This is an optimization exercise on Yosys and OpenROAD, whose aim is small area, not a production implementation. RTL that was checked went through simulation tests only; none was proved equivalent to the original. Only the layout flow was run in run 1; the RTL was not checked for function there. Power is estimated from default activity; no workload was simulated.

==> flow/design.v (outline; a module is shown in full before it is edited, if it fits) <==
// module O22AI: 5 lines
// module A22OI: 5 lines
// module NOR2: 5 lines
// module NAND2: 5 lines
// module NOR3B: 5 lines
// module NOR2B: 5 lines
// module NAND2B: 5 lines
// module O2BB2AI: 5 lines
// module A22O: 5 lines
// module O22A: 5 lines
// module A21OI: 5 lines
// module A221OI: 5 lines
// module O221AI: 5 lines
// module CFGV: 11 lines
// module NOR2V: 8 lines
// module ANDNV: 8 lines
// module PEOUT: 10 lines
// module IOSEL: 9 lines
// module SW4: 11 lines
// module SW5: 12 lines
// module SW6: 12 lines
// module XBN: 11 lines
// module XBP: 12 lines
// module FA: 6 lines
// module XNOR2: 5 lines
// module XOR2: 5 lines
// module O21AI: 5 lines
// module O211AI: 5 lines
// module INV: 5 lines
// module GI: 5 lines
// module GP: 5 lines
// module OR2: 5 lines
// module ALU: 632 lines
// module Core: 360 lines
module Core(clk, reset, config_en, config_in, config_out, in0, in1, in2, in3, in4, in5, in6, in7, out0, out1, out2, out3, out4, out5, out6, out7);
  // ...
==> flow/flow/run.sh <==
#!/bin/bash
# Own layout flow: the standard ORFS flow, except that
#  * synthesis maps the combinational logic with an area-oriented ABC script
#    (flow/abc_area.script) instead of ORFS's delay-oriented one; every other
#    synthesis pass (register mapping, flattening, renaming) is the standard flow's own;
#  * the ORFS variables listed in flow/extra_args (one NAME=value per line) are
#    passed to make on top of the standard flow's settings; a line DONT_USE_ADD=cells adds
#    cells to the platform's DONT_USE_CELLS list.
# The rest (floorplan, placement, CTS, routing, final) is the standard flow,
# run through a copy of the standard.sh. Each tool writes its full log under
# orfs/logs/ as usual; make's own output goes to flow.log.
set -euo pipefail
HERE=$(pwd)
FLOWDIR=$HERE/flow
mkdir -p $HERE/custom
# ORFS synth.tcl with the final technology-mapping abc call using our script
sed 's#^\(\s*\)log_cmd abc {\*}\$abc_args$#\1log_cmd abc {*}[lreplace $abc_args 1 1 '"$FLOWDIR"'/abc_area.script]#' \
    $FLOW_HOME/scripts/synth.tcl > $HERE/custom/synth.tcl
grep -q "abc_area.script\]" $HERE/custom/synth.tcl
# The standard flow's synthesis wrapper, sourcing the patched synth.tcl
sed 's#source \$::env(SCRIPTS_DIR)/synth.tcl#source '"$HERE"'/custom/synth.tcl#' synth_recipe.tcl > $HERE/custom/synth_recipe.tcl
grep -q "custom/synth.tcl" $HERE/custom/synth_recipe.tcl
# standard.sh with our synthesis script
sed 's#SYNTH_SCRIPT=[^ ]*synth_recipe.tcl#SYNTH_SCRIPT='"$HERE"'/custom/synth_recipe.tcl#' standard.sh > $HERE/custom/standard.sh
grep -q "custom/synth_recipe.tcl" $HERE/custom/standard.sh
EXTRA=()
if [[ -f $FLOWDIR/extra_args ]]; then
  while IFS= read -r line; do
    [[ -z "$line" || "$line" == \#* ]] && continue
    if [[ "$line" == DONT_USE_ADD=* ]]; then
      base=$(make --no-print-directory -C $FLOW_HOME DESIGN_CONFIG=$FLOW_CONFIG WORK_HOME=$HERE/orfs print-DONT_USE_CELLS 2>/dev/null | sed -n 's/^DONT_USE_CELLS: //p')
      [[ -n "$base" ]]
      EXTRA+=("DONT_USE_CELLS=$base ${line#DONT_USE_ADD=}")
    else
      EXTRA+=("$line")
    fi
  done < $FLOWDIR/extra_args
fi
printf '%s\n' "${EXTRA[@]}" > $HERE/custom/extra_args.used
bash $HERE/custom/standard.sh "${EXTRA[@]}" finish > $HERE/flow.log 2>&1
==> flow/flow/abc_area.script <==
&get -n
&st
&dch
&nf -p -R 1000 -F 8 -A 4 -C 32
&put
==> flow/flow/extra_args <==
CTS_ARGS=-sink_clustering_enable -repair_clock_nets -dont_use_dummy_load -sink_clustering_size 20 -sink_clustering_max_diameter 60
DONT_USE_ADD=sky130_fd_sc_hd__o21ai_0 sky130_fd_sc_hd__and2_0 sky130_fd_sc_hd__or2_0 sky130_fd_sc_hd__a21boi_0 sky130_fd_sc_hd__o311ai_0 sky130_fd_sc_hd__a2111oi_0 sky130_fd_sc_hd__a21bo_1 sky130_fd_sc_hd__a31o_1 sky130_fd_sc_hd__and4bb_1 sky130_fd_sc_hd__inv_1 sky130_fd_sc_hd__mux2_1 sky130_fd_sc_hd__mux4_1 sky130_fd_sc_hd__o211a_1 sky130_fd_sc_hd__o21ba_1 sky130_fd_sc_hd__o221a_1 sky130_fd_sc_hd__or2_1 sky130_fd_sc_hd__or3b_1 sky130_fd_sc_hd__or4b_1
BUFFER_PORTS_ARGS=-buffer_cell sky130_fd_sc_hd__buf_1
==> flow/standard.sh <==
#!/bin/bash
# synth_recipe.tcl (not shown) runs the flow's synth.tcl, then flattens the netlist and writes it again
# the make line also repeats each setting of config.mk as NAME=value (left out here)
make -C /OpenROAD-flow-scripts/flow DESIGN_CONFIG=/design/flow/config.mk WORK_HOME=/design/flow/orfs CLKGATE_MAP_FILE= SYNTH_SCRIPT=/design/flow/synth_recipe.tcl "${@:-finish}"
==> flow/config.mk <==
export PLATFORM = sky130hd
export DESIGN_NAME = Core
export DESIGN_NICKNAME = Core
export VERILOG_FILES = /design/flow/design.v
export SDC_FILE = /design/flow/constraint.sdc
export NUM_CORES = 8
export LEC_CHECK = 0
export CAP_MARGIN = 20
export CORE_MARGIN = 2
export CORE_UTILIZATION = 40
export PLACE_DENSITY = 0.8
export SLEW_MARGIN = 20
export SYNTH_HIERARCHICAL = 1
==> flow/constraint.sdc <==
create_clock -name core_clock -period 10.0 [get_ports {clk}]
set_input_delay 2.0000 -clock core_clock [delete_from_list [all_inputs] [get_ports {clk}]]
set_output_delay 2.0000 -clock core_clock [all_outputs]
set_load 0.01 [all_outputs]
==> impl_metrics.json, run 1 <==
{
  "slew_headroom_pct": 4.807,
  "worstHoldStart": "cfg[254]$_DFF_PP0_",
  "p_seq_share_pct": 16.7,
  "synth_top_family_by_area": "compound AO/OA/AOI/OAI gates",
  "netlist.top_cell.by_area": "dfrtp_1",
  "grt_max_degree": 177,
  "cts_tree": "yes",
  "multi_input_area_share_pct": 67.99,
  "cts_buffer_depth": 3,
  "clkTransAtPathRegs_ps": 70,
  "worst_setup_path_end_kind": "register",
  "seq-power_mw": 9.22,
  "syn_inst": 13858,
  "synth-xor-area-share_pct": 5.548,
  "n_antenna_cell": 86,
  "powerClk_mw": 4.02,
  "top_usage_layer": "met2",
  "ant_nets": 0,
  "fin_util_pct": 45.83,
  "whs_path_depth": 1,
  "hold_viol_final": 0,
  "vdd_drop_max_v": 0.0002683,
  "met1_length_microns": 214900,
  "fin_crit_sh_pct": 96.86,
  "synthAdderAreaFrac_pct": 23.90,
  "status": "complete, no violations",
  "critical_path_class": "reg2reg",
  "area_growth_pct": 14.11,
  "fp-row-count": 206,
  "largest_reg_flops": 368,
  "routed-wl-met2_microns": 255100,
  "num-fill-cells": 29981,
  "regArea_sq_um": 28430,
  "hold_ws_ps": 518.4,
  "reg2reg_slack_ps": 310
}
==> module ALU, before the edit <==
module ALU(op, an, bn, y);
	input [3:0] op;
	input [15:0] an, bn;
	output [15:0] y;
	wire o_add = (op == 4'd0);
	wire o_sub = (op == 4'd1);
	wire o_mul = (op == 4'd2);
	wire o_and = (op == 4'd3);
	wire o_or  = (op == 4'd4);
	wire o_xor = (op == 4'd5);
	wire o_shl = (op == 4'd6);
	wire o_shr = (op == 4'd7);
	wire o_pa  = (op == 4'd8);
	wire o_pb  = (op == 4'd9);
	wire o_sh = o_shl | o_shr;
	wire o_one = o_add | o_sub;
	wire big = ~&bn[15:4];
	wire t00 = o_sub;                               
	wire t01 = o_add | o_or | o_xor | o_pb;         
	wire t10 = o_or | o_xor | o_pa | o_sub;         
	wire t11 = o_add | o_and | o_or | o_pb | o_pa;  
	wire [3:0] lo = {bn[1:0] == 2'd0, bn[1:0] == 2'd1, bn[1:0] == 2'd2, bn[1:0] == 2'd3};
	wire [3:0] hi = {4{o_sh}} & {bn[3:2] == 2'd0, bn[3:2] == 2'd1, bn[3:2] == 2'd2, bn[3:2] == 2'd3};
	wire kill = o_sh & big;
	wire so1 = o_shr | kill;
	wire so2 = ~o_shr | kill;
	wire cinn = ~o_sub;
	wire [15:0] x, yv, w, rn, decn;
	wire shrn = ~o_shr;
	wire muln = ~o_mul;
	wire onen = ~o_one;
	genvar i;
	generate for (i = 0; i < 16; i = i + 1) begin : g
		O22AI xm(.a1(o_shr), .a2(an[i]), .b1(shrn), .b2(an[15 - i]), .y(x[i]));
		O22AI ym(.a1(so1), .a2(rn[i]), .b1(so2), .b2(rn[15 - i]), .y(y[i]));
		NAND2 dn(.a(lo[i % 4]), .b(hi[i / 4]), .y(decn[i]));
		if (i == 0) begin : y0
			O211AI yg(.a1(muln), .a2(bn[i]), .b1(decn[i]), .c1(onen), .y(yv[i]));
		end else begin : yi
			O21AI yg(.a1(muln), .a2(bn[i]), .b1(decn[i]), .y(yv[i]));
		end
		assign w[i] = an[i] ? (bn[i] ? t00 : t01) : (bn[i] ? t10 : t11);
	end endgenerate
	wire wn0 = ~w[0];
	wire [15:0] ppn0;
	wire [14:0] ppn1;
	wire [13:0] ppn2;
	wire [12:0] ppn3;
	wire [11:0] ppn4;
	wire [10:0] ppn5;
	wire [9:0] ppn6;
	wire [8:0] ppn7;
	wire [7:0] ppn8;
	wire [6:0] ppn9;
	wire [5:0] ppn10;
	wire [4:0] ppn11;
	wire [3:0] ppn12;
	wire [2:0] ppn13;
	wire [1:0] ppn14;
	wire [0:0] ppn15;
	assign ppn0[0] = ~(x[0] & yv[0]);
	assign ppn0[1] = ~(x[1] & yv[0]);
	assign ppn0[2] = ~(x[2] & yv[0]);
	assign ppn0[3] = ~(x[3] & yv[0]);
	assign ppn0[4] = ~(x[4] & yv[0]);
	assign ppn0[5] = ~(x[5] & yv[0]);
	assign ppn0[6] = ~(x[6] & yv[0]);
	assign ppn0[7] = ~(x[7] & yv[0]);
	assign ppn0[8] = ~(x[8] & yv[0]);
	assign ppn0[9] = ~(x[9] & yv[0]);
	assign ppn0[10] = ~(x[10] & yv[0]);
	assign ppn0[11] = ~(x[11] & yv[0]);
	assign ppn0[12] = ~(x[12] & yv[0]);
	assign ppn0[13] = ~(x[13] & yv[0]);
	assign ppn0[14] = ~(x[14] & yv[0]);
	assign ppn0[15] = ~(x[15] & yv[0]);
	assign ppn1[0] = ~((x[0] & yv[1]) | w[1]);
	assign ppn1[1] = ~((x[1] & yv[1]) | w[2]);
	assign ppn1[2] = ~((x[2] & yv[1]) | w[3]);
	assign ppn1[3] = ~((x[3] & yv[1]) | w[4]);
	assign ppn1[4] = ~((x[4] & yv[1]) | w[5]);
	assign ppn1[5] = ~((x[5] & yv[1]) | w[6]);
	assign ppn1[6] = ~((x[6] & yv[1]) | w[7]);
	assign ppn1[7] = ~((x[7] & yv[1]) | w[8]);
	assign ppn1[8] = ~((x[8] & yv[1]) | w[9]);
	assign ppn1[9] = ~((x[9] & yv[1]) | w[10]);
	assign ppn1[10] = ~((x[10] & yv[1]) | w[11]);
	assign ppn1[11] = ~((x[11] & yv[1]) | w[12]);
	assign ppn1[12] = ~((x[12] & yv[1]) | w[13]);
	assign ppn1[13] = ~((x[13] & yv[1]) | w[14]);
	assign ppn1[14] = ~((x[14] & yv[1]) | w[15]);
	assign ppn2[0] = ~(x[0] & yv[2]);
	assign ppn2[1] = ~(x[1] & yv[2]);
	assign ppn2[2] = ~(x[2] & yv[2]);
	assign ppn2[3] = ~(x[3] & yv[2]);
	assign ppn2[4] = ~(x[4] & yv[2]);
	assign ppn2[5] = ~(x[5] & yv[2]);
	assign ppn2[6] = ~(x[6] & yv[2]);
	assign ppn2[7] = ~(x[7] & yv[2]);
	assign ppn2[8] = ~(x[8] & yv[2]);
	assign ppn2[9] = ~(x[9] & yv[2]);
	assign ppn2[10] = ~(x[10] & yv[2]);
	assign ppn2[11] = ~(x[11] & yv[2]);
	assign ppn2[12] = ~(x[12] & yv[2]);
	assign ppn2[13] = ~(x[13] & yv[2]);
	assign ppn3[0] = ~(x[0] & yv[3]);
	assign ppn3[1] = ~(x[1] & yv[3]);
	assign ppn3[2] = ~(x[2] & yv[3]);
	assign ppn3[3] = ~(x[3] & yv[3]);
	assign ppn3[4] = ~(x[4] & yv[3]);
	assign ppn3[5] = ~(x[5] & yv[3]);
	assign ppn3[6] = ~(x[6] & yv[3]);
	assign ppn3[7] = ~(x[7] & yv[3]);
	assign ppn3[8] = ~(x[8] & yv[3]);
	assign ppn3[9] = ~(x[9] & yv[3]);
	assign ppn3[10] = ~(x[10] & yv[3]);
	assign ppn3[11] = ~(x[11] & yv[3]);
	assign ppn3[12] = ~(x[12] & yv[3]);
	assign ppn4[0] = ~(x[0] & yv[4]);
	assign ppn4[1] = ~(x[1] & yv[4]);
	assign ppn4[2] = ~(x[2] & yv[4]);
	assign ppn4[3] = ~(x[3] & yv[4]);
	assign ppn4[4] = ~(x[4] & yv[4]);
	assign ppn4[5] = ~(x[5] & yv[4]);
	assign ppn4[6] = ~(x[6] & yv[4]);
	assign ppn4[7] = ~(x[7] & yv[4]);
	assign ppn4[8] = ~(x[8] & yv[4]);
	assign ppn4[9] = ~(x[9] & yv[4]);
	assign ppn4[10] = ~(x[10] & yv[4]);
	assign ppn4[11] = ~(x[11] & yv[4]);
	assign ppn5[0] = ~(x[0] & yv[5]);
	assign ppn5[1] = ~(x[1] & yv[5]);
	assign ppn5[2] = ~(x[2] & yv[5]);
	assign ppn5[3] = ~(x[3] & yv[5]);
	assign ppn5[4] = ~(x[4] & yv[5]);
	assign ppn5[5] = ~(x[5] & yv[5]);
	assign ppn5[6] = ~(x[6] & yv[5]);
	assign ppn5[7] = ~(x[7] & yv[5]);
	assign ppn5[8] = ~(x[8] & yv[5]);
	assign ppn5[9] = ~(x[9] & yv[5]);
	assign ppn5[10] = ~(x[10] & yv[5]);
	assign ppn6[0] = ~(x[0] & yv[6]);
	assign ppn6[1] = ~(x[1] & yv[6]);
	assign ppn6[2] = ~(x[2] & yv[6]);
	assign ppn6[3] = ~(x[3] & yv[6]);
	assign ppn6[4] = ~(x[4] & yv[6]);
	assign ppn6[5] = ~(x[5] & yv[6]);
	assign ppn6[6] = ~(x[6] & yv[6]);
	assign ppn6[7] = ~(x[7] & yv[6]);
	assign ppn6[8] = ~(x[8] & yv[6]);
	assign ppn6[9] = ~(x[9] & yv[6]);
	assign ppn7[0] = ~(x[0] & yv[7]);
	assign ppn7[1] = ~(x[1] & yv[7]);
	assign ppn7[2] = ~(x[2] & yv[7]);
	assign ppn7[3] = ~(x[3] & yv[7]);
	assign ppn7[4] = ~(x[4] & yv[7]);
	assign ppn7[5] = ~(x[5] & yv[7]);
	assign ppn7[6] = ~(x[6] & yv[7]);
	assign ppn7[7] = ~(x[7] & yv[7]);
	assign ppn7[8] = ~(x[8] & yv[7]);
	assign ppn8[0] = ~(x[0] & yv[8]);
	assign ppn8[1] = ~(x[1] & yv[8]);
	assign ppn8[2] = ~(x[2] & yv[8]);
	assign ppn8[3] = ~(x[3] & yv[8]);
	assign ppn8[4] = ~(x[4] & yv[8]);
	assign ppn8[5] = ~(x[5] & yv[8]);
	assign ppn8[6] = ~(x[6] & yv[8]);
	assign ppn8[7] = ~(x[7] & yv[8]);
	assign ppn9[0] = ~(x[0] & yv[9]);
	assign ppn9[1] = ~(x[1] & yv[9]);
	assign ppn9[2] = ~(x[2] & yv[9]);
	assign ppn9[3] = ~(x[3] & yv[9]);
	assign ppn9[4] = ~(x[4] & yv[9]);
	assign ppn9[5] = ~(x[5] & yv[9]);
	assign ppn9[6] = ~(x[6] & yv[9]);
	assign ppn10[0] = ~(x[0] & yv[10]);
	assign ppn10[1] = ~(x[1] & yv[10]);
	assign ppn10[2] = ~(x[2] & yv[10]);
	assign ppn10[3] = ~(x[3] & yv[10]);
	assign ppn10[4] = ~(x[4] & yv[10]);
	assign ppn10[5] = ~(x[5] & yv[10]);
	assign ppn11[0] = ~(x[0] & yv[11]);
	assign ppn11[1] = ~(x[1] & yv[11]);
	assign ppn11[2] = ~(x[2] & yv[11]);
	assign ppn11[3] = ~(x[3] & yv[11]);
	assign ppn11[4] = ~(x[4] & yv[11]);
	assign ppn12[0] = ~(x[0] & yv[12]);
	assign ppn12[1] = ~(x[1] & yv[12]);
	assign ppn12[2] = ~(x[2] & yv[12]);
	assign ppn12[3] = ~(x[3] & yv[12]);
	assign ppn13[0] = ~(x[0] & yv[13]);
	assign ppn13[1] = ~(x[1] & yv[13]);
	assign ppn13[2] = ~(x[2] & yv[13]);
	assign ppn14[0] = ~(x[0] & yv[14]);
	assign ppn14[1] = ~(x[1] & yv[14]);
	assign ppn15[0] = ~(x[0] & yv[15]);
	wire n1;
	wire n2;
	XNOR2 hx2(.a(ppn0[13]), .b(ppn10[3]), .y(n1));
	OR2 ho2(.a(ppn0[13]), .b(ppn10[3]), .y(n2));
	wire n3;
	wire n4;
	FA fa4(.a(ppn0[14]), .b(ppn10[4]), .c(ppn11[3]), .s(n3), .co(n4));
	wire n5;
	wire n6;
	XNOR2 hx6(.a(ppn12[2]), .b(ppn13[1]), .y(n5));
	OR2 ho6(.a(ppn12[2]), .b(ppn13[1]), .y(n6));
	wire n7;
	wire n8;
	XNOR2 hx8(.a(ppn0[9]), .b(ppn2[7]), .y(n7));
	OR2 ho8(.a(ppn0[9]), .b(ppn2[7]), .y(n8));
	wire n9;
	wire n10;
	FA fa10(.a(ppn0[10]), .b(ppn10[0]), .c(ppn2[8]), .s(n9), .co(n10));
	wire n11;
	wire n12;
	XNOR2 hx12(.a(ppn3[7]), .b(ppn4[6]), .y(n11));
	OR2 ho12(.a(ppn3[7]), .b(ppn4[6]), .y(n12));
	wire n13;
	wire n14;
	FA fa14(.a(ppn0[11]), .b(ppn10[1]), .c(ppn11[0]), .s(n13), .co(n14));
	wire n15;
	wire n16;
	FA fa16(.a(ppn2[9]), .b(ppn3[8]), .c(ppn4[7]), .s(n15), .co(n16));
	wire n17;
	wire n18;
	XNOR2 hx18(.a(ppn5[6]), .b(ppn6[5]), .y(n17));
	OR2 ho18(.a(ppn5[6]), .b(ppn6[5]), .y(n18));
	wire n19;
	wire n20;
	FA fa20(.a(ppn0[12]), .b(ppn10[2]), .c(ppn11[1]), .s(n19), .co(n20));
	wire n21;
	wire n22;
	FA fa22(.a(ppn12[0]), .b(ppn2[10]), .c(ppn3[9]), .s(n21), .co(n22));
	wire n23;
	wire n24;
	FA fa24(.a(ppn4[8]), .b(ppn5[7]), .c(ppn6[6]), .s(n23), .co(n24));
	wire n25;
	wire n26;
	XNOR2 hx26(.a(ppn7[5]), .b(ppn8[4]), .y(n25));
	OR2 ho26(.a(ppn7[5]), .b(ppn8[4]), .y(n26));
	wire n27;
	wire n28;
	FA fa28(.a(ppn11[2]), .b(ppn12[1]), .c(ppn13[0]), .s(n27), .co(n28));
	wire n29;
	wire n30;
	FA fa30(.a(ppn2[11]), .b(ppn3[10]), .c(ppn4[9]), .s(n29), .co(n30));
	wire n31;
	wire n32;
	FA fa32(.a(ppn5[8]), .b(ppn6[7]), .c(ppn7[6]), .s(n31), .co(n32));
	wire n33;
	wire n34;
	FA fa34(.a(ppn8[5]), .b(ppn9[4]), .c(ppn1[12]), .s(n33), .co(n34));
	wire n35;
	wire n36;
	FA fa36(.a(ppn14[0]), .b(ppn2[12]), .c(ppn3[11]), .s(n35), .co(n36));
	wire n37;
	wire n38;
	FA fa38(.a(ppn4[10]), .b(ppn5[9]), .c(ppn6[8]), .s(n37), .co(n38));
	wire n39;
	wire n40;
	FA fa40(.a(ppn7[7]), .b(ppn8[6]), .c(ppn9[5]), .s(n39), .co(n40));
	wire n41;
	wire n42;
	FA fa42(.a(ppn1[13]), .b(n2), .c(n5), .s(n41), .co(n42));
	wire n43;
	wire n44;
	XNOR2 hx44(.a(ppn0[6]), .b(ppn2[4]), .y(n43));
	OR2 ho44(.a(ppn0[6]), .b(ppn2[4]), .y(n44));
	wire n45;
	wire n46;
	FA fa46(.a(ppn0[7]), .b(ppn2[5]), .c(ppn3[4]), .s(n45), .co(n46));
	wire n47;
	wire n48;
	XNOR2 hx48(.a(ppn4[3]), .b(ppn5[2]), .y(n47));
	OR2 ho48(.a(ppn4[3]), .b(ppn5[2]), .y(n48));
	wire n49;
	wire n50;
	FA fa50(.a(ppn0[8]), .b(ppn2[6]), .c(ppn3[5]), .s(n49), .co(n50));
	wire n51;
	wire n52;
	FA fa52(.a(ppn4[4]), .b(ppn5[3]), .c(ppn6[2]), .s(n51), .co(n52));
	wire n53;
	wire n54;
	XNOR2 hx54(.a(ppn7[1]), .b(ppn8[0]), .y(n53));
	OR2 ho54(.a(ppn7[1]), .b(ppn8[0]), .y(n54));
	wire n55;
	wire n56;
	FA fa56(.a(ppn3[6]), .b(ppn4[5]), .c(ppn5[4]), .s(n55), .co(n56));
	wire n57;
	wire n58;
	FA fa58(.a(ppn6[3]), .b(ppn7[2]), .c(ppn8[1]), .s(n57), .co(n58));
	wire n59;
	wire n60;
	FA fa60(.a(ppn9[0]), .b(ppn1[8]), .c(n7), .s(n59), .co(n60));
	wire n61;
	wire n62;
	FA fa62(.a(ppn5[5]), .b(ppn6[4]), .c(ppn7[3]), .s(n61), .co(n62));
	wire n63;
	wire n64;
	FA fa64(.a(ppn8[2]), .b(ppn9[1]), .c(ppn1[9]), .s(n63), .co(n64));
	wire n65;
	wire n66;
	FA fa66(.a(n8), .b(n11), .c(n9), .s(n65), .co(n66));
	wire n67;
	wire n68;
	FA fa68(.a(ppn7[4]), .b(ppn8[3]), .c(ppn9[2]), .s(n67), .co(n68));
	wire n69;
	wire n70;
	FA fa70(.a(ppn1[10]), .b(n12), .c(n17), .s(n69), .co(n70));
	wire n71;
	wire n72;
	FA fa72(.a(n10), .b(n13), .c(n15), .s(n71), .co(n72));
	wire n73;
	wire n74;
	FA fa74(.a(ppn9[3]), .b(ppn1[11]), .c(n18), .s(n73), .co(n74));
	wire n75;
	wire n76;
	FA fa76(.a(n25), .b(n14), .c(n16), .s(n75), .co(n76));
	wire n77;
	wire n78;
	FA fa78(.a(n19), .b(n21), .c(n23), .s(n77), .co(n78));
	wire n79;
	wire n80;
	FA fa80(.a(n26), .b(n1), .c(n20), .s(n79), .co(n80));
	wire n81;
	wire n82;
	FA fa82(.a(n22), .b(n24), .c(n27), .s(n81), .co(n82));
	wire n83;
	wire n84;
	FA fa84(.a(n29), .b(n31), .c(n33), .s(n83), .co(n84));
	wire n85;
	wire n86;
	FA fa86(.a(n28), .b(n30), .c(n32), .s(n85), .co(n86));
	wire n87;
	wire n88;
	FA fa88(.a(n3), .b(n35), .c(n37), .s(n87), .co(n88));
	wire n89;
	wire n90;
	FA fa90(.a(n39), .b(n34), .c(n41), .s(n89), .co(n90));
	wire n91;
	wire n92;
	XNOR2 hx92(.a(ppn0[4]), .b(ppn2[2]), .y(n91));
	OR2 ho92(.a(ppn0[4]), .b(ppn2[2]), .y(n92));
	wire n93;
	wire n94;
	FA fa94(.a(ppn0[5]), .b(ppn2[3]), .c(ppn3[2]), .s(n93), .co(n94));
	wire n95;
	wire n96;
	XNOR2 hx96(.a(ppn4[1]), .b(ppn5[0]), .y(n95));
	OR2 ho96(.a(ppn4[1]), .b(ppn5[0]), .y(n96));
	wire n97;
	wire n98;
	FA fa98(.a(ppn3[3]), .b(ppn4[2]), .c(ppn5[1]), .s(n97), .co(n98));
	wire n99;
	wire n100;
	FA fa100(.a(ppn6[0]), .b(ppn1[5]), .c(n43), .s(n99), .co(n100));
	wire n101;
	wire n102;
	FA fa102(.a(ppn6[1]), .b(ppn7[0]), .c(ppn1[6]), .s(n101), .co(n102));
	wire n103;
	wire n104;
	FA fa104(.a(n44), .b(n47), .c(n45), .s(n103), .co(n104));
	wire n105;
	wire n106;
	FA fa106(.a(ppn1[7]), .b(n48), .c(n53), .s(n105), .co(n106));
	wire n107;
	wire n108;
	FA fa108(.a(n46), .b(n49), .c(n51), .s(n107), .co(n108));
	wire n109;
	wire n110;
	FA fa110(.a(n54), .b(n50), .c(n52), .s(n109), .co(n110));
	wire n111;
	wire n112;
	FA fa112(.a(n55), .b(n57), .c(n59), .s(n111), .co(n112));
	wire n113;
	wire n114;
	FA fa114(.a(n56), .b(n58), .c(n61), .s(n113), .co(n114));
	wire n115;
	wire n116;
	FA fa116(.a(n63), .b(n60), .c(n65), .s(n115), .co(n116));
	wire n117;
	wire n118;
	FA fa118(.a(n62), .b(n67), .c(n64), .s(n117), .co(n118));
	wire n119;
	wire n120;
	FA fa120(.a(n69), .b(n66), .c(n71), .s(n119), .co(n120));
	wire n121;
	wire n122;
	FA fa122(.a(n68), .b(n70), .c(n73), .s(n121), .co(n122));
	wire n123;
	wire n124;
	FA fa124(.a(n72), .b(n75), .c(n77), .s(n123), .co(n124));
	wire n125;
	wire n126;
	FA fa126(.a(n74), .b(n76), .c(n78), .s(n125), .co(n126));
	wire n127;
	wire n128;
	FA fa128(.a(n79), .b(n81), .c(n83), .s(n127), .co(n128));
	wire n129;
	wire n130;
	FA fa130(.a(n80), .b(n82), .c(n85), .s(n129), .co(n130));
	wire n131;
	wire n132;
	FA fa132(.a(n84), .b(n87), .c(n89), .s(n131), .co(n132));
	wire n133;
	wire n134;
	XNOR2 hx134(.a(ppn0[3]), .b(ppn2[1]), .y(n133));
	OR2 ho134(.a(ppn0[3]), .b(ppn2[1]), .y(n134));
	wire n135;
	wire n136;
	FA fa136(.a(ppn3[1]), .b(ppn4[0]), .c(ppn1[3]), .s(n135), .co(n136));
	wire n137;
	wire n138;
	FA fa138(.a(ppn1[4]), .b(n92), .c(n95), .s(n137), .co(n138));
	wire n139;
	wire n140;
	FA fa140(.a(n96), .b(n94), .c(n97), .s(n139), .co(n140));
	wire n141;
	wire n142;
	FA fa142(.a(n98), .b(n101), .c(n100), .s(n141), .co(n142));
	wire n143;
	wire n144;
	FA fa144(.a(n102), .b(n105), .c(n104), .s(n143), .co(n144));
	wire n145;
	wire n146;
	FA fa146(.a(n106), .b(n108), .c(n109), .s(n145), .co(n146));
	wire n147;
	wire n148;
	FA fa148(.a(n110), .b(n113), .c(n112), .s(n147), .co(n148));
	wire n149;
	wire n150;
	FA fa150(.a(n114), .b(n117), .c(n116), .s(n149), .co(n150));
	wire n151;
	wire n152;
	FA fa152(.a(n118), .b(n121), .c(n120), .s(n151), .co(n152));
	wire n153;
	wire n154;
	FA fa154(.a(n122), .b(n124), .c(n125), .s(n153), .co(n154));
	wire n155;
	wire n156;
	FA fa156(.a(n126), .b(n129), .c(n128), .s(n155), .co(n156));
	wire n157;
	wire n158;
	XNOR2 hx158(.a(cinn), .b(ppn0[0]), .y(n157));
	OR2 ho158(.a(cinn), .b(ppn0[0]), .y(n158));
	wire n159;
	wire n160;
	XNOR2 hx160(.a(ppn0[1]), .b(ppn1[0]), .y(n159));
	OR2 ho160(.a(ppn0[1]), .b(ppn1[0]), .y(n160));
	wire n161;
	wire n162;
	FA fa162(.a(ppn0[2]), .b(ppn2[0]), .c(ppn1[1]), .s(n161), .co(n162));
	wire n163;
	wire n164;
	FA fa164(.a(ppn3[0]), .b(ppn1[2]), .c(n133), .s(n163), .co(n164));
	wire n165;
	wire n166;
	FA fa166(.a(n134), .b(n91), .c(n135), .s(n165), .co(n166));
	wire n167;
	wire n168;
	FA fa168(.a(n93), .b(n136), .c(n137), .s(n167), .co(n168));
	wire n169;
	wire n170;
	FA fa170(.a(n138), .b(n99), .c(n139), .s(n169), .co(n170));
	wire n171;
	wire n172;
	FA fa172(.a(n140), .b(n103), .c(n141), .s(n171), .co(n172));
	wire n173;
	wire n174;
	FA fa174(.a(n107), .b(n142), .c(n143), .s(n173), .co(n174));
	wire n175;
	wire n176;
	FA fa176(.a(n111), .b(n144), .c(n145), .s(n175), .co(n176));
	wire n177;
	wire n178;
	FA fa178(.a(n146), .b(n115), .c(n147), .s(n177), .co(n178));
	wire n179;
	wire n180;
	FA fa180(.a(n119), .b(n148), .c(n149), .s(n179), .co(n180));
	wire n181;
	wire n182;
	FA fa182(.a(n123), .b(n150), .c(n151), .s(n181), .co(n182));
	wire n183;
	wire n184;
	FA fa184(.a(n127), .b(n152), .c(n153), .s(n183), .co(n184));
	wire n185;
	wire n186;
	FA fa186(.a(n131), .b(n154), .c(n155), .s(n185), .co(n186));
	wire n187;
	wire n188;
	XNOR2 hx188(.a(wn0), .b(n157), .y(n187));
	OR2 ho188(.a(wn0), .b(n157), .y(n188));
	wire n189;
	wire n190;
	FA fa190(.a(n158), .b(n159), .c(n188), .s(n189), .co(n190));
	wire n191;
	wire n192;
	FA fa192(.a(n160), .b(n161), .c(n190), .s(n191), .co(n192));
	wire n193;
	wire n194;
	FA fa194(.a(n162), .b(n163), .c(n192), .s(n193), .co(n194));
	wire n195;
	wire n196;
	FA fa196(.a(n164), .b(n165), .c(n194), .s(n195), .co(n196));
	wire n197;
	wire n198;
	FA fa198(.a(n166), .b(n167), .c(n196), .s(n197), .co(n198));
	wire n199;
	wire n200;
	FA fa200(.a(n168), .b(n169), .c(n198), .s(n199), .co(n200));
	wire n201;
	wire n202;
	FA fa202(.a(n170), .b(n171), .c(n200), .s(n201), .co(n202));
	wire n203;
	wire n204;
	FA fa204(.a(n172), .b(n173), .c(n202), .s(n203), .co(n204));
	wire n205;
	wire n206;
	FA fa206(.a(n174), .b(n175), .c(n204), .s(n205), .co(n206));
	wire g10 = ~(n176 | n177);
	wire tp10 = ~(n176 & n177);
	wire h10 = n176 ^ n177;
	wire g11 = ~(n178 | n179);
	wire tp11 = ~(n178 & n179);
	wire h11 = n178 ^ n179;
	wire g12 = ~(n180 | n181);
	wire tp12 = ~(n180 & n181);
	wire h12 = n180 ^ n181;
	wire g13 = ~(n182 | n183);
	wire tp13 = ~(n182 & n183);
	wire h13 = n182 ^ n183;
	wire g14 = ~(n184 | n185);
	wire tp14 = ~(n184 & n185);
	wire h14 = n184 ^ n185;
	wire n207;
	INV iv207(.a(n206), .y(n207));
	wire n208;
	GI gi208(.gh(g10), .th(tp10), .gl(n207), .y(n208));
	wire n209;
	GI gi209(.gh(g12), .th(tp12), .gl(g11), .y(n209));
	wire n210;
	assign n210 = ~(tp12 & tp11);
	wire n211;
	GI gi211(.gh(g14), .th(tp14), .gl(g13), .y(n211));
	wire n212;
	assign n212 = ~(tp14 & tp13);
	wire n213;
	INV iv213(.a(n208), .y(n213));
	wire n214;
	GI gi214(.gh(g11), .th(tp11), .gl(n213), .y(n214));
	wire n215;
	GP gp215(.gh(n209), .th(n210), .gl(n208), .y(n215));
	wire n216;
	GI gi216(.gh(g13), .th(tp13), .gl(n215), .y(n216));
	wire n217;
	INV iv217(.a(n215), .y(n217));
	wire n218;
	GP gp218(.gh(n211), .th(n212), .gl(n217), .y(n218));
	wire n219;
	XOR2 xo219(.a(ppn0[15]), .b(ppn10[5]), .y(n219));
	wire n220;
	XOR2 xo220(.a(ppn11[4]), .b(ppn12[3]), .y(n220));
	wire n221;
	XOR2 xo221(.a(ppn13[2]), .b(ppn14[1]), .y(n221));
	wire n222;
	XOR2 xo222(.a(ppn15[0]), .b(ppn2[13]), .y(n222));
	wire n223;
	XOR2 xo223(.a(ppn3[12]), .b(ppn4[11]), .y(n223));
	wire n224;
	XOR2 xo224(.a(ppn5[10]), .b(ppn6[9]), .y(n224));
	wire n225;
	XOR2 xo225(.a(ppn7[8]), .b(ppn8[7]), .y(n225));
	wire n226;
	XOR2 xo226(.a(ppn9[6]), .b(ppn1[14]), .y(n226));
	wire n227;
	XOR2 xo227(.a(n219), .b(n220), .y(n227));
	wire n228;
	XOR2 xo228(.a(n221), .b(n222), .y(n228));
	wire n229;
	XOR2 xo229(.a(n223), .b(n224), .y(n229));
	wire n230;
	XOR2 xo230(.a(n225), .b(n6), .y(n230));
	wire n231;
	XOR2 xo231(.a(n226), .b(n227), .y(n231));
	wire n232;
	XOR2 xo232(.a(n228), .b(n229), .y(n232));
	wire n233;
	XOR2 xo233(.a(n230), .b(n36), .y(n233));
	wire n234;
	XOR2 xo234(.a(n38), .b(n4), .y(n234));
	wire n235;
	XOR2 xo235(.a(n40), .b(n231), .y(n235));
	wire n236;
	XOR2 xo236(.a(n232), .b(n233), .y(n236));
	wire n237;
	XOR2 xo237(.a(n234), .b(n42), .y(n237));
	wire n238;
	XOR2 xo238(.a(n235), .b(n236), .y(n238));
	wire n239;
	XOR2 xo239(.a(n86), .b(n237), .y(n239));
	wire n240;
	XOR2 xo240(.a(n88), .b(n238), .y(n240));
	wire n241;
	XOR2 xo241(.a(n239), .b(n90), .y(n241));
	wire n242;
	XOR2 xo242(.a(n240), .b(n130), .y(n242));
	wire n243;
	XOR2 xo243(.a(n241), .b(n242), .y(n243));
	wire n244;
	XOR2 xo244(.a(n132), .b(n243), .y(n244));
	wire n245;
	XOR2 xo245(.a(n244), .b(n156), .y(n245));
	wire n246;
	XOR2 xo246(.a(n245), .b(n186), .y(n246));
	assign rn[0] = n187;
	assign rn[1] = n189;
	assign rn[2] = n191;
	assign rn[3] = n193;
	assign rn[4] = n195;
	assign rn[5] = n197;
	assign rn[6] = n199;
	assign rn[7] = n201;
	assign rn[8] = n203;
	assign rn[9] = n205;
	assign rn[10] = (h10 ^ n206);
	assign rn[11] = (h11 ^ n208);
	assign rn[12] = (h12 ^ n214);
	assign rn[13] = ~(h13 ^ n215);
	assign rn[14] = (h14 ^ n216);
	assign rn[15] = (n246 ^ n218);
endmodule
==> run 2: changes to the inputs <==
--- a/flow/design.v
+++ b/flow/design.v
@@ -737,15 +737,20 @@
 	wire tp10 = ~(n176 & n177);
-	wire h10 = n176 ^ n177;
+	wire h10;
+	XOR2 px10(.a(n176), .b(n177), .y(h10));
 	wire g11 = ~(n178 | n179);
 	wire tp11 = ~(n178 & n179);
-	wire h11 = n178 ^ n179;
+	wire h11;
+	XOR2 px11(.a(n178), .b(n179), .y(h11));
 	wire g12 = ~(n180 | n181);
 	wire tp12 = ~(n180 & n181);
-	wire h12 = n180 ^ n181;
+	wire h12;
+	XOR2 px12(.a(n180), .b(n181), .y(h12));
 	wire g13 = ~(n182 | n183);
 	wire tp13 = ~(n182 & n183);
-	wire h13 = n182 ^ n183;
+	wire h13;
+	XOR2 px13(.a(n182), .b(n183), .y(h13));
 	wire g14 = ~(n184 | n185);
 	wire tp14 = ~(n184 & n185);
-	wire h14 = n184 ^ n185;
+	wire h14;
+	XOR2 px14(.a(n184), .b(n185), .y(h14));
 	wire n207;
--- a/flow/config.mk
+++ b/flow/config.mk
@@ -10,3 +10,2 @@
 export CORE_UTILIZATION = 40
-export PLACE_DENSITY = 0.8
 export SLEW_MARGIN = 20
==> run 2 against run 1 <==
  * Still clean on timing, DRC and antenna
  * Final cell count fell by 0.73%
  * Die area fell by 1.2%
  * Sequential share of layout area rose by 0.087 points
  * Register-to-register slack improved by 30 ps
  * Power rose by 0.20%
  * Critical path depth rose by 1
  * Cell area fell by 0.45%
  * Critical endpoint is now alu_q4[15]$_DFF_PP0_
  * Largest cell class unchanged
==> impl_metrics.json, run 2 <==
{
  "drt_wl_total_microns": 645300,
  "first_pass_iters": 12,
  "synth-seq-cells": 1136,
  "internal-power_mw": 23.97,
  "fin_skew_ps": 158.7,
  "io_pins": 261,
  "max_freq_mhz": 103.6,
  "tns_ps": 0,
  "crit_buf_inv": 6,
  "rsz0062_at_grt": "false",
  "globalplace.congestion": 1.078,
  "netlist.top_cell.by_area": "dfrtp_1",
  "fin_nets": 16577,
  "ant_nets": 0,
  "cts_buffer_depth": 4,
  "viasPerCell": 7.014,
  "dieWidth_microns": 562.4,
  "ys_top_cells_by_count": "nand2_1, fa_1, o22ai_1",
  "yosys_warnings": 7,
  "numPortBuffers": 260,
  "remaining_drc_errors": 0,
  "crit_family": "adder cells",
  "critPathMostFrequentCell": "fa_1",
  "yosysUniqueCellTypes": 35,
  "drv_slew": 0,
  "wire_per_inst_microns": 33.53,
  "clkTransAtPathRegs_ps": 90,
  "grt_pass1_vias": 125158,
  "syn_area_per_cell_sq_um": 9.094,
  "yosysMostFrequentCell": "nand2_1",
  "synth_fp_nets": 15254,
  "slew_headroom_pct": 6.232,
  "vias": 134985,
  "min_period_ps": 9652,
  "p_leak_nw": 47.18,
  "largest_reg_flops": 368,
  "grt_overflow": 0,
  "cts_resized": 0,
  "synth-xor-area-share_pct": 6.180,
  "p_seq_share_pct": 16.9,
  "most-common-layout-cells": "nand2_1, fa_1, dfrtp_1",
  "core_sq_um": 311100,
  "mostFrequentLayoutCell": "nand2_1",
  "synthAdderAreaFrac_pct": 22.60,
  "async_reset_ff_share_pct": 100.0,
  "hold_ws_ps": 497.0,
  "p_per_area_nw_per_um2": 386.0,
  "fin_ws_ps": 348.4,
  "dp_slack_ps": 808.8,
  "cts_tree": "yes",
  "antenna_found_initial": 54,
  "ctsHoldBuffers": 0,
  "worst_setup_path_end_kind": "register",
  "path_max_fanout": 19,
  "dieArea_sq_um": 316300,
  "synth_edf_count": 0,
  "cts_htree_levels": 4,
  "vdd_drop_max_v": 0.0002790,
  "synth_ff_type": "dfrtp_1",
  "fp-row-count": 205,
  "synthMuxAreaShare_pct": 0.6180,
  "critPathLaunchType": "register",
  "clkPwrFrac_pct": 8.3,
  "slowest_delay_ps": 1040,
  "clk-insertion-delay-late_ps": 940,
  "synth_top_family_by_area": "compound AO/OA/AOI/OAI gates",
  "syn_inst": 13714,
  "dp_cells": 19008,
  "switching_share_pct": 56.72,
  "fin_crit_sh_pct": 96.52,
  "synth-simple-area-share_pct": 15.20,
  "cts.sinks": 1136,
  "final-setup-viol-count": 0,
  "numCtsBuffers": 143,
  "drive_above_1_share_pct": 11.09,
  "synth_compound_area_share_pct": 32.31,
  "die_height_microns": 562.4,
  "grt_pass1_wl_microns": 918500,
  "hold_viol_final": 0,
  "fin_cells": 19245,
  "switching_power_mw": 31.41,
  "start_util_pct": 40.09,
  "post-dp-hpwl_microns": 481200,
  "combPwrFrac_pct": 74.8,
  "critical_path_class": "reg2reg",
  "syn-cell-area_sq_um": 124700,
  "grt_max_degree": 173,
  "grtUsageTotal_pct": 39.59,
  "initialDrtViolationCount": 21097,
  "required_ps": 10610,
  "cpMaxStageDelayCell": "o22ai_1",
  "crit_arrival_ps": 10270,
  "yosysSeqAreaShare_pct": 22.79,
  "post-cts-setup-buffers": 0,
  "drv_cap": 0,
  "status": "complete, no violations",
  "fin_util_pct": 46.11,
  "worstMarginPinSlew_ps": 1407,
  "area_growth_pct": 15.04,
  "root_buffer": "clkbuf_16",
  "synth_area_leaders": "dfrtp_1, fa_1, nand2_1",
  "top_register": "cfg",
  "synth_top_cell_area_share_pct": 22.79,
  "hold_path_class": "reg2reg"
}
==> run 2: changes by cell type after synthesis <==
cell / delta
a211oi_1: -32
a21oi_1: -32
clkinv_1: -240
ha_1: -160
nand2_1: +112
nor2_1: +64
o211ai_1: +16
o21ai_1: +48
xor2_1: +80
==> run 2: worst reg2reg max path, delay by kind of cell, from the launching register on <==
kind / cells / cell delay [ps]
and+or+nand+nor: 4 / 750
AOI/OAI and AO/OA: 10 / 2850
DFF: 1 / 340
xor gates and xnor gates: 2 / 430
buffers and inverters: 6 / 1360
adders and majority gates: 9 / 3630
==> run 2: path summary, 6_finish.rpt <==
path / from / endpoint / slack, ps / cells past startpoint
worst max-delay path: cfg[175]$_DFF_PP0_ / alu_q4[15]$_DFF_PP0_ / 350 / 31
min in group asynchronous: reset / cfg[80]$_DFF_PP0_ / 1240 / 2
worst min-delay path: cfg[274]$_DFF_PP0_ / cfg[275]$_DFF_PP0_ / 500 / 1
worst min register to register: cfg[274]$_DFF_PP0_ / cfg[275]$_DFF_PP0_ / 500 / 1
worst max register to register: cfg[175]$_DFF_PP0_ / alu_q4[15]$_DFF_PP0_ / 350 / 31
max in group asynchronous: reset / cfg[182]$_DFF_PP0_ / 6290 / 4
==> run 2: logic make-up after synthesis <==
| logic type | after synthesis |
|---|---|
| mux | 72 |
| xor+xnor | 880 |
| simple gates | 4464 |
| buf+inv | 98 |
| fa+ha+maj | 1408 |
| flops | 1136 |
| compound gates | 5656 |
==> run 2: power groups by stage <==
stage | combinational (mW) | sequential [mW] | clock, mW
6_report | 41.4 | 9.33 | 4.61
5_1_grt | 43.7 | 9.39 | 4.74
4_1_cts | 39.8 | 9.12 | 4.58
3_5_place_dp | 39.6 | 9.16 | 0
3_3_place_gp | 39.3 | 9.19 | 0
2_1_floorplan | 24.2 | 7.78 | 0
==> run 2: layout make-up <==
type,count,area [sq um]
Sequential cell,1136,28430
Clock buffer,143,3578
Inverter,98,401.6
Fill cell,30326,167700
Timing Repair Buffer,1178,7995
Tap cell,4140,5180
Multi-Input combinational cell,12480,97720
Antenna cell,70,175.2
==> run 2: per-module statistics from Yosys (local to each module, per instance), excerpt <==
| module | area [sq um] | cells | flip-flops and latches | copies in the design |
|---|---|---|---|---|
| O22AI | 6.256 | 1 | 0 | 1152 |
| GP | 5.005 | 1 | 0 | 32 |
| INV | 3.754 | 1 | 0 | 48 |
| O22A | 8.758 | 1 | 0 | 128 |
| GI | 5.005 | 1 | 0 | 80 |
| O221AI | 8.758 | 1 | 0 | 512 |
| A22O | 8.758 | 1 | 0 | 880 |
| NOR2B | 6.256 | 1 | 0 | 128 |
| O2BB2AI | 8.758 | 2 | 0 | 128 |
| O21AI | 5.005 | 1 | 0 | 240 |
| Core | 31420 | 1601 | 1136 | 1 |
| ALU | 1199 | 260 | 0 | 16 |
| A22OI | 7.507 | 1 | 0 | 512 |
| FA | 20.02 | 1 | 0 | 1408 |
| A221OI | 8.758 | 1 | 0 | 640 |
| XNOR2 | 8.758 | 1 | 0 | 240 |
==> run 2: metrics by stage <==
stage | power, mW | area, sq um
4_1_cts | 53.51 | 143000
6_report | 55.39 | 143500
5_1_grt | 57.80 | 143300
3_3_place_gp | 48.47 | 139200
3_5_place_dp | 48.79 | 139400
2_1_floorplan | 31.95 | 124700
==> run 2: layer usage <==
metal	track usage [%]	share of wire [%]
met1	50.33	37
met2	54.51	40
met3	15.38	14
met4	27.84	8.7
met5	2.304	0.16
==> run 3: changes to the inputs <==
--- a/flow/config.mk
+++ b/flow/config.mk
@@ -10,2 +10,3 @@
 export CORE_UTILIZATION = 40
+export PLACE_DENSITY = 0.7
 export SLEW_MARGIN = 20
==> run 3 against run 2 <==
  * Die area stayed put
  * Sequential share of layout area grew 0.14 points
  * Via count is 0.93% higher
  * Clock skew down 59 ps
  * Worst hold slack better by 19 ps
  * First-iteration DRC count increased by 16%
  * Area after synthesis stayed put
  * Largest cell class unchanged
==> impl_metrics.json, run 3 <==
{
  "grt_max_degree": 166,
  "rsz0062_at_grt": "false",
  "root_buffer": "clkbuf_16",
  "synth-seq-cells": 1136,
  "cts_buffer_depth": 4,
  "grt_pass1_vias": 126432,
  "io_pins": 261,
  "top_register": "cfg",
  "wire_per_inst_microns": 33.21,
  "hold_viol_final": 0,
  "viasPerCell": 7.096,
  "die_height_microns": 562.4,
  "globalplace.congestion": 1.081,
  "drt_wl_total_microns": 637600,
  "synth_edf_count": 0,
  "worstHoldStart": "cfg[277]$_DFF_PP0_",
  "p_leak_nw": 46.68,
  "combPwrFrac_pct": 75.0,
  "max_freq_mhz": 104.2,
  "final-setup-viol-count": 0,
  "syn_inst": 13714,
  "internal-power_mw": 23.80,
  "slew_headroom_pct": 5.740,
  "fp-row-count": 205,
  "drv_cap": 0,
  "vias": 136241,
  "dieWidth_microns": 562.4,
  "crit_start": "cfg[21]$_DFF_PP0_",
  "regArea_sq_um": 28430,
  "p_per_area_nw_per_um2": 385.5,
  "synth_area_leaders": "dfrtp_1, fa_1, nand2_1",
  "tns_ps": 0,
  "fin_cells": 19201,
  "ant_nets": 0,
  "synth_fp_nets": 15254,
  "antenna_found_initial": 57,
  "clkTransAtPathRegs_ps": 80,
  "initialDrtViolationCount": 24426,
  "grt_overflow": 0,
  "drv_slew": 0,
  "post-dp-hpwl_microns": 465800,
  "timing.rr.start": "cfg[21]$_DFF_PP0_",
  "hold_path_class": "reg2reg",
  "clkPwrFrac_pct": 8.1,
  "status": "complete, no violations",
  "synth_top_cell_area_share_pct": 22.79,
  "netlist.top_cell.by_area": "dfrtp_1",
  "yosysSeqAreaShare_pct": 22.79,
  "worstMarginPinSlew_ps": 1411,
  "fin_nets": 16512,
  "grt_pass1_wl_microns": 913500,
  "slowest_delay_ps": 910,
  "area_growth_pct": 14.23,
  "first_pass_iters": 15,
  "multiInputGateArea_sq_um": 97310,
  "grtUsageTotal_pct": 39.33,
  "fin_crit_sh_pct": 95.95,
  "cts.sinks": 1136,
  "remaining_drc_errors": 0,
  "synth_ff_type": "dfrtp_1",
  "critical_path_class": "reg2reg",
  "mostFrequentLayoutCell": "nand2_1",
  "p_seq_share_pct": 16.9,
  "fin_skew_ps": 99.23,
  "critPathMostFrequentCell": "fa_1",
  "dp_cells": 18959,
  "switching_share_pct": 56.66,
  "numCtsBuffers": 134,
  "p_total_mw": 54.91,
  "syn_area_per_cell_sq_um": 9.094,
  "clk-insertion-delay-late_ps": 900,
  "switching_power_mw": 31.12,
  "cts_htree_levels": 4,
  "drive_above_1_share_pct": 10.16,
  "cts_tree": "yes",
  "required_ps": 10700,
  "min_period_ps": 9595,
  "largest_reg_flops": 368,
  "dieArea_sq_um": 316300,
  "critPathLaunchType": "register",
  "vdd_drop_max_v": 0.0002603,
  "syn-cell-area_sq_um": 124700,
  "yosys_warnings": 7,
  "hold_ws_ps": 516.0,
  "cpMaxStageDelayCell": "a221oi_1",
  "most-common-layout-cells": "nand2_1, fa_1, dfrtp_1",
  "numPortBuffers": 260,
  "path_max_fanout": 13,
  "start_util_pct": 40.09,
  "crit_arrival_ps": 10300,
  "yosysMostFrequentCell": "nand2_1",
  "num-fill-cells": 29952,
  "async_reset_ff_share_pct": 100.0,
  "yosysUniqueCellTypes": 35,
  "placed_area_sq_um": 138400,
  "ys_top_cells_by_count": "nand2_1, fa_1, o22ai_1",
  "core_sq_um": 311100,
  "final_cell_area_sq_um": 142500,
  "worst_setup_path_end_kind": "register"
}
-- run 3: worst paths after layout --
| path | to | slack, ps | cells after the start |
|---|---|---|---|
| max reg2reg | alu_q1[15]$_DFF_PP0_ | 400 | 28 |
| min | cfg[278]$_DFF_PP0_ | 520 | 1 |
| max in group asynchronous | cfg[268]$_DFF_PP0_ | 6290 | 4 |
| min in group asynchronous | alu_q12[7]$_DFF_PP0_ | 1180 | 2 |
| min reg2reg | cfg[278]$_DFF_PP0_ | 520 | 1 |
| max | alu_q1[15]$_DFF_PP0_ | 400 | 28 |
-- run 3: stage by stage --
step | setup slack, ps | util, %
after floorplan | 858.1 | -
after detailed placement | 570.9 | 44.49
final | 404.9 | 45.79
after global routing | 59.08 | 45.74
after global placement | 657.8 | 44.45
after CTS | 582.2 | 45.57
-- run 3: cell type report --
type                       count  area share [%]
multi-input combinational  12480           68.30
sequential                  1136           19.96
clock buffer                 134           2.354
tap                         4140           3.636
timing repair buffer        1122           5.308
inverter                      98          0.2819
antenna                       91          0.1598
-- run 3: cells by family (layout without fill, tap and decap cells) --
family / Yosys count / in the layout / share of synthesized area (%)
other: 0 / 91 / 0
DFF: 1136 / 1136 / 22.79
buffers and inverters: 98 / 1354 / 0.2949
adders and majority gates: 1408 / 1408 / 22.60
xor gates and xnor gates: 880 / 880 / 6.180
muxes: 72 / 72 / 0.6180
AOI/OAI and AO/OA: 5656 / 5656 / 32.31
and+or+nand+nor: 4464 / 4464 / 15.20
-- run 3: power by group through the flow --
stage / Clock (mW) / Combinational (mW) / Sequential [mW]
final: 4.43 / 41.2 / 9.30
after global routing: 4.55 / 43.2 / 9.35
after CTS: 4.38 / 39.1 / 9.01
after floorplan: 0 / 24.2 / 7.78
after global placement: 0 / 38.4 / 9.06
after detailed placement: 0 / 38.9 / 9.05
-- run 3: per-module statistics from Yosys (local to each module, per instance), excerpt --
module  cells  flip-flops and latches  times used
PEOUT       1                       0          16
O22AI       1                       0        1152
A22O        1                       0         880
GI          1                       0          80
O22A        1                       0         128
NOR2B       1                       0         128
FA          1                       0        1408
INV         1                       0          48
-- run 3: per-layer routing --
layer,global-route usage [%],vias to the layer above,share of wire (%)
met5,1.958,-,0.15
li1,-,55620,-
met4,33.39,42,11
met3,17.45,2954,15
met1,47.48,66727,35
met2,52.91,10898,39
-- run 3: repair_timing --
item	CTS	global route
setup buffers	0	0
resized for setup	0	1
setup endpoints to repair	0	2
hold buffers	0	0
-- run 3: critical path, delay by kind of cell, from the launching register on --
| family | cells | cell delay, ps |
|---|---|---|
| fa+ha+maj | 9 | 3510 |
| compound gates | 10 | 3290 |
| buf+inv | 5 | 1200 |
| flops | 1 | 620 |
| simple gates | 2 | 450 |
| xor+xnor | 2 | 310 |
==> run 4: changes to the inputs <==
==> flow/flow/extra_args (replaced) <==
CTS_ARGS=-sink_clustering_enable -repair_clock_nets -dont_use_dummy_load -sink_clustering_size 22 -sink_clustering_max_diameter 80
DONT_USE_ADD=sky130_fd_sc_hd__o21ai_0 sky130_fd_sc_hd__and2_0 sky130_fd_sc_hd__or2_0 sky130_fd_sc_hd__a21boi_0 sky130_fd_sc_hd__o311ai_0 sky130_fd_sc_hd__a2111oi_0 sky130_fd_sc_hd__a21bo_1 sky130_fd_sc_hd__a31o_1 sky130_fd_sc_hd__and4bb_1 sky130_fd_sc_hd__inv_1 sky130_fd_sc_hd__mux2_1 sky130_fd_sc_hd__mux4_1 sky130_fd_sc_hd__o211a_1 sky130_fd_sc_hd__o21ba_1 sky130_fd_sc_hd__o221a_1 sky130_fd_sc_hd__or2_1 sky130_fd_sc_hd__or3b_1 sky130_fd_sc_hd__or4b_1
BUFFER_PORTS_ARGS=-buffer_cell sky130_fd_sc_hd__buf_1
--- a/flow/config.mk
+++ b/flow/config.mk
@@ -7,7 +7,6 @@
 export LEC_CHECK = 0
-export CAP_MARGIN = 20
+export CAP_MARGIN = 25
 export CORE_MARGIN = 2
 export CORE_UTILIZATION = 40
-export PLACE_DENSITY = 0.7
-export SLEW_MARGIN = 20
+export SLEW_MARGIN = 25
 export SYNTH_HIERARCHICAL = 1
==> run 4 against run 3 <==
  * Via count shrank 1.3%
  * Core utilization grew 0.093 points
  * Area after synthesis is the same
  * Fmax grew 0.30%
  * Global-route usage grew 0.23 points
  * Combinational power is essentially flat
  * Sequential share of layout area is essentially flat
  * Cell area grew 0.20%
  * Flip-flop and latch count is the same
  * Clock-buffer cell count shrank 32
  * Register-to-register slack gained 30 ps
  * Critical path type unchanged
==> impl_metrics.json, run 4 <==
{
  "status": "complete, no violations",
  "grt_overflow": 0,
  "synth_compound_area_share_pct": 32.31,
  "most-common-layout-cells": "nand2_1, fa_1, dfrtp_1",
  "synth_fp_nets": 15254,
  "synthMuxAreaShare_pct": 0.6180,
  "multiInputGateArea_sq_um": 97910,
  "worst_setup_path_end_kind": "register",
  "synth_top_cell_area_share_pct": 22.79,
  "hold_path_class": "reg2reg",
  "reg2reg_slack_ps": 430,
  "max_freq_mhz": 104.5,
  "vdd_drop_max_v": 0.0002610,
  "clk-insertion-delay-late_ps": 970,
  "synth_edf_count": 0,
  "yosysMostFrequentCell": "nand2_1",
  "synthAdderAreaFrac_pct": 22.60,
  "synth-simple-area-share_pct": 15.20,
  "fin_crit_sh_pct": 95.67,
  "synth_ff_type": "dfrtp_1",
  "slowest_delay_ps": 900,
  "p_leak_nw": 46.81,
  "fin_nets": 16557,
  "cts.sinks": 1136,
  "cts_buffer_depth": 4,
  "antenna_found_initial": 46,
  "start_util_pct": 40.09,
  "grt_pass1_vias": 125082,
  "path_max_fanout": 16,
  "slew_headroom_pct": 10.94,
  "drv_slew": 0,
  "async_reset_ff_share_pct": 100.0,
  "die_height_microns": 562.4,
  "fp-row-count": 205,
  "dieWidth_microns": 562.4,
  "dieArea_sq_um": 316300,
  "numCtsBuffers": 102,
  "globalplace.congestion": 1.078,
  "first_pass_iters": 11,
  "post-cts-setup-buffers": 0,
  "grtUsageTotal_pct": 39.55,
  "fin_skew_ps": 171.9,
  "top_register": "cfg",
  "final-setup-viol-count": 0,
  "crit_arrival_ps": 10210,
  "required_ps": 10640,
  "ant_nets": 0,
  "critical_path_class": "reg2reg",
  "syn_area_per_cell_sq_um": 9.094,
  "syn_inst": 13714,
  "rsz0062_at_grt": "false",
  "mostFrequentLayoutCell": "nand2_1",
  "clkTransAtPathRegs_ps": 90,
  "regArea_sq_um": 28430,
  "cts_tree": "yes",
  "post-dp-hpwl_microns": 480800,
  "area_growth_pct": 14.46,
  "vias": 134484,
  "ys_top_cells_by_count": "nand2_1, fa_1, o22ai_1",
  "wire_per_inst_microns": 33.50,
  "viasPerCell": 6.997,
  "netlist.top_cell.by_area": "dfrtp_1",
  "num-fill-cells": 30405,
  "core_sq_um": 311100,
  "io_pins": 261,
  "syn-cell-area_sq_um": 124700,
  "whs_path_depth": 1,
  "critPathMostFrequentCell": "fa_1",
  "tns_ps": 0,
  "crit_family": "adder cells",
  "synth_top_family_by_area": "compound AO/OA/AOI/OAI gates",
  "timing.rr.start": "cfg[217]$_DFF_PP0_",
  "p_per_area_nw_per_um2": 382.1,
  "hold_viol_final": 0,
  "hold_end": "cfg[225]$_DFF_PP0_",
  "worstHoldStart": "cfg[224]$_DFF_PP0_",
  "numPortBuffers": 260,
  "crit_buf_inv": 6,
  "synth-seq-cells": 1136,
  "yosysUniqueCellTypes": 35,
  "critPathLaunchType": "register",
  "synth_area_leaders": "dfrtp_1, fa_1, nand2_1",
  "grt_pass1_wl_microns": 918200,
  "worstMarginPinSlew_ps": 1336,
  "fin_cells": 19219,
  "yosysSeqAreaShare_pct": 22.79,
  "cts_htree_levels": 3,
  "dp_cells": 19021,
  "reg2reg_to": "alu_q4[15]$_DFF_PP0_",
  "yosys_warnings": 7,
  "cts_resized": 0,
  "drt_wl_total_microns": 643800,
  "final_cell_area_sq_um": 142800,
  "initialDrtViolationCount": 21847,
  "drive_above_1_share_pct": 11.09,
  "grt_max_degree": 173,
  "root_buffer": "clkbuf_16",
  "r2r.worst_path.cells": 29,
  "largest_reg_flops": 368,
  "placed_area_sq_um": 139600,
  "ctsHoldBuffers": 0,
  "min_period_ps": 9567,
  "cpMaxStageDelayCell": "a221oi_1",
  "synth-xor-area-share_pct": 6.180,
  "drv_cap": 0,
  "remaining_drc_errors": 0
}
-- run 4: worst max-delay path by stage --
stage / from / to / slack, ps / cells past startpoint
6_report: cfg[217]$_DFF_PP0_ / alu_q4[15]$_DFF_PP0_ / 430 / 29
5_1_grt: cfg[161]$_DFF_PP0_ / alu_q7[15]$_DFF_PP0_ / 150 / 31
4_1_cts: cfg[217]$_DFF_PP0_ / alu_q11[0]$_DFF_PP0_ / 700 / 28
3_5_place_dp: cfg[217]$_DFF_PP0_ / alu_q11[0]$_DFF_PP0_ / 900 / 28
3_3_place_gp: cfg[105]$_DFF_PP0_ / alu_q2[0]$_DFF_PP0_ / 720 / 29
2_1_floorplan: reset / alu_q0[0]$_DFF_PP0_ / 860 / 1
-- run 4: kinds of logic (layout without fill, tap and decap cells) --
family / Yosys count / count (layout)
flip-flops: 1136 / 1136
buffers and inverters: 98 / 1399
other: 0 / 64
XOR/XNOR: 880 / 880
AND/OR/NAND/NOR: 4464 / 4464
adder cells (fa/ha/maj): 1408 / 1408
AO/OA/AOI/OAI: 5656 / 5656
multiplexers: 72 / 72
-- run 4: stage by stage --
stage                     worst slack [ps]  hold slack (ps)  utilization, %  power (mW)
after floorplan                      858.1            477.9               -       31.95
after global placement               722.2            481.2           44.72       48.47
after detailed placement             899.9            497.3           44.87       48.84
after CTS                            699.5            437.8           45.69       52.66
after global routing                 154.7            458.8           45.83       56.99
final                                433.4            435.3           45.88       54.55
-- run 4: per-layer routing --
layer | track usage [%] | routed length [microns]
met1 | 50.76 | 241200
met2 | 54.33 | 257300
met3 | 14.68 | 86800
met4 | 28.27 | 57440
met5 | 1.310 | 1032
-- run 4: per-module statistics from Yosys, one instance, submodules excluded, excerpt --
module | flops+latches | area [sq um] | copies in the design | cells inside
Core | 1136 | 31420 | 1 | 1601
ALU | 0 | 1199 | 16 | 260
FA | 0 | 20.02 | 1408 | 1
A22O | 0 | 8.758 | 880 | 1
XNOR2 | 0 | 8.758 | 240 | 1
O2BB2AI | 0 | 8.758 | 128 | 2
A221OI | 0 | 8.758 | 640 | 1
O211AI | 0 | 7.507 | 16 | 1
OR2 | 0 | 6.256 | 240 | 1
NOR2B | 0 | 6.256 | 128 | 1
O22AI | 0 | 6.256 | 1152 | 1
GP | 0 | 5.005 | 32 | 1
O21AI | 0 | 5.005 | 240 | 1
GI | 0 | 5.005 | 80 | 1
NOR2 | 0 | 3.754 | 128 | 1
PEOUT | 0 | 3.754 | 16 | 1
-- run 4: layout make-up --
cell class,instances,share of cell area [%]
tap,4140,3.629
antenna,64,0.1122
clock buffer,102,1.788
multi-input combinational,12480,68.59
sequential,1136,19.91
timing repair buffer,1199,5.690
inverter,98,0.2814
-- run 4: power breakdown --
group | leakage (nW) | switching (mW) | internal (mW)
Sequential | 14.1 | 2.76 | 6.58
Combinational | 31.5 | 26.6 | 15.0
Clock | 1.26 | 1.91 | 1.78
==> run 5: changes to the inputs <==
--- a/flow/config.mk
+++ b/flow/config.mk
@@ -10,2 +10,3 @@
 export CORE_UTILIZATION = 40
+export PLACE_DENSITY = 0.7
 export SLEW_MARGIN = 25
==> run 5 against run 4 <==
  * Power is 0.84% lower
  * Wire length shrank 1.2%
  * Final cell count shrank 0.27%
  * Clock power shrank 4%
  * Via count grew 0.97%
  * Synthesized cell count unchanged
  * Flip-flop and latch count stayed put
  * Die area unchanged
  * Global-route usage fell by 0.42 points
  * Critical path type unchanged
  * Critical endpoint is now alu_q3[15]$_DFF_PP0_
  * Highest routed layer unchanged
==> impl_metrics.json, run 5 <==
{
  "syn_inst": 13714,
  "grt_pass1_wl_microns": 909700,
  "clkTransAtPathRegs_ps": 100,
  "multiInputGateArea_sq_um": 97410,
  "synth-xor-area-share_pct": 6.180,
  "fp-row-count": 205,
  "worstMarginPinSlew_ps": 1318,
  "cts_tree": "yes",
  "most-common-layout-cells": "nand2_1, fa_1, dfrtp_1",
  "antenna_found_initial": 42,
  "dieWidth_microns": 562.4,
  "globalplace.congestion": 1.081,
  "final-setup-viol-count": 0,
  "synthAdderAreaFrac_pct": 22.60,
  "initialDrtViolationCount": 24564,
  "grt_max_degree": 166,
  "drive_above_1_share_pct": 10.19,
  "synth-simple-area-share_pct": 15.20,
  "status": "complete, no violations",
  "slew_headroom_pct": 12.14,
  "p_seq_share_pct": 17.2,
  "switching_power_mw": 30.92,
  "cts_resized": 0,
  "wire_per_inst_microns": 33.19,
  "synth_fp_nets": 15254,
  "start_util_pct": 40.09,
  "fin_crit_sh_pct": 95.74,
  "max_freq_mhz": 104.5,
  "slowest_delay_ps": 910,
  "synth_ff_type": "dfrtp_1",
  "post-dp-hpwl_microns": 465800,
  "placed_area_sq_um": 138600,
  "hold_path_class": "reg2reg",
  "dieArea_sq_um": 316300,
  "async_reset_ff_share_pct": 100.0,
  "remaining_drc_errors": 0,
  "ys_top_cells_by_count": "nand2_1, fa_1, o22ai_1",
  "fin_skew_ps": 105.0,
  "internal-power_mw": 23.18,
  "clkPwrFrac_pct": 6.5,
  "viasPerCell": 7.084,
  "drv_cap": 0,
  "drv_slew": 0,
  "numPortBuffers": 260,
  "p_per_area_nw_per_um2": 381.7,
  "synth_edf_count": 0,
  "regArea_sq_um": 28430,
  "critPathLaunchType": "register",
  "synth_compound_area_share_pct": 32.31,
  "ant_nets": 0,
  "io_pins": 261,
  "clk-insertion-delay-late_ps": 930,
  "cts.sinks": 1136,
  "hold_viol_final": 0,
  "drt_wl_total_microns": 636200,
  "synth_top_cell_area_share_pct": 22.79,
  "required_ps": 10740,
  "critPathMostFrequentCell": "fa_1",
  "yosysMostFrequentCell": "nand2_1",
  "cpMaxStageDelayCell": "o22ai_4",
  "num-fill-cells": 30083,
  "numCtsBuffers": 95,
  "crit_arrival_ps": 10310,
  "grtUsageTotal_pct": 39.14,
  "cts_buffer_depth": 4,
  "mostFrequentLayoutCell": "nand2_1",
  "syn-cell-area_sq_um": 124700,
  "critical_path_class": "reg2reg",
  "root_buffer": "clkbuf_16",
  "first_pass_iters": 14,
  "post-cts-setup-buffers": 0
}
==> run 5: routing by layer <==
layer	part of all wire [%]	GRT usage (%)
met5	0.18	0.7229
met4	11	33.20
met3	14	16.68
met2	39	52.99
met1	35	47.53
==> run 5: kinds of logic after synthesis <==
logic type / count (synthesis)
AOI/OAI and AO/OA: 5656
and+or+nand+nor: 4464
adders and majority gates: 1408
DFF: 1136
xor gates and xnor gates: 880
buffers and inverters: 98
muxes: 72
==> run 5: metrics by stage <==
step                      instances  hold WS (ps)  utilization [%]  power [mW]  setup WS (ps)
after floorplan               13714         477.9                -       31.95          858.1
after global placement        18955         497.4            44.45       47.44          657.8
after detailed placement      18966         507.2            44.55       48.01          574.0
after CTS                     19061         513.3            45.31       51.66          545.7
after global routing          19116         527.9            45.51       56.31          53.37
final                         19168         519.3            45.55       54.09          426.5
==> run 5: area by class of cell <==
cell class                      instances  area share [%]
Antenna cell                           78          0.1377
Clock buffer                           95           1.677
Inverter                               98          0.2834
Multi-Input combinational cell      12480           68.74
Sequential cell                      1136           20.06
Tap cell                             4140           3.655
Timing Repair Buffer                 1141           5.450
==> run 5: path summary, 6_finish.rpt <==
check | endpoint | depth (start not counted) | start | slack, ps
setup / recovery | alu_q3[15]$_DFF_PP0_ | 31 | cfg[21]$_DFF_PP0_ | 430
hold / removal | cfg[278]$_DFF_PP0_ | 1 | cfg[277]$_DFF_PP0_ | 520
setup reg to reg | alu_q3[15]$_DFF_PP0_ | 31 | cfg[21]$_DFF_PP0_ | 430
hold reg to reg | cfg[278]$_DFF_PP0_ | 1 | cfg[277]$_DFF_PP0_ | 520
max in group asynchronous | cfg[129]$_DFF_PP0_ | 4 | reset | 6510
min in group asynchronous | alu_q12[7]$_DFF_PP0_ | 2 | reset | 1180
==> run 5: power groups by stage <==
| stage | Sequential, mW | Combinational [mW] | Clock, mW |
|---|---|---|---|
| floorplan | 7.78 | 24.2 | 0 |
| CTS | 9.01 | 39.1 | 3.51 |
| global route | 9.36 | 43.3 | 3.66 |
| detailed placement | 9.06 | 38.9 | 0 |
| finish | 9.30 | 41.3 | 3.53 |
| global placement | 9.06 | 38.4 | 0 |
==> run 5: critical path: cells and delay by family (launching register included) <==
kind / cells / cell delay, ps
compound gates: 10 / 2730
xor+xnor: 2 / 390
fa+ha+maj: 9 / 3630
buf+inv: 6 / 1340
flops: 1 / 630
simple gates: 4 / 720
==> run 5: modules after synthesis (local to each module, per instance), a selection <==
module	flip-flops and latches	cell area, sq um
A21OI	0	5.005
A221OI	0	8.758
NAND2	0	3.754
O22AI	0	6.256
XNOR2	0	8.758
O22A	0	8.758
PEOUT	0	3.754

Check on run 5: ideal ports give 0.426 ns setup slack; a clkbuf_16 on the clock port and buf_2 on the inputs give 0.426 ns; moving port delays by the midpoint clock arrival (0.980 ns) as well gives 0.426 ns.
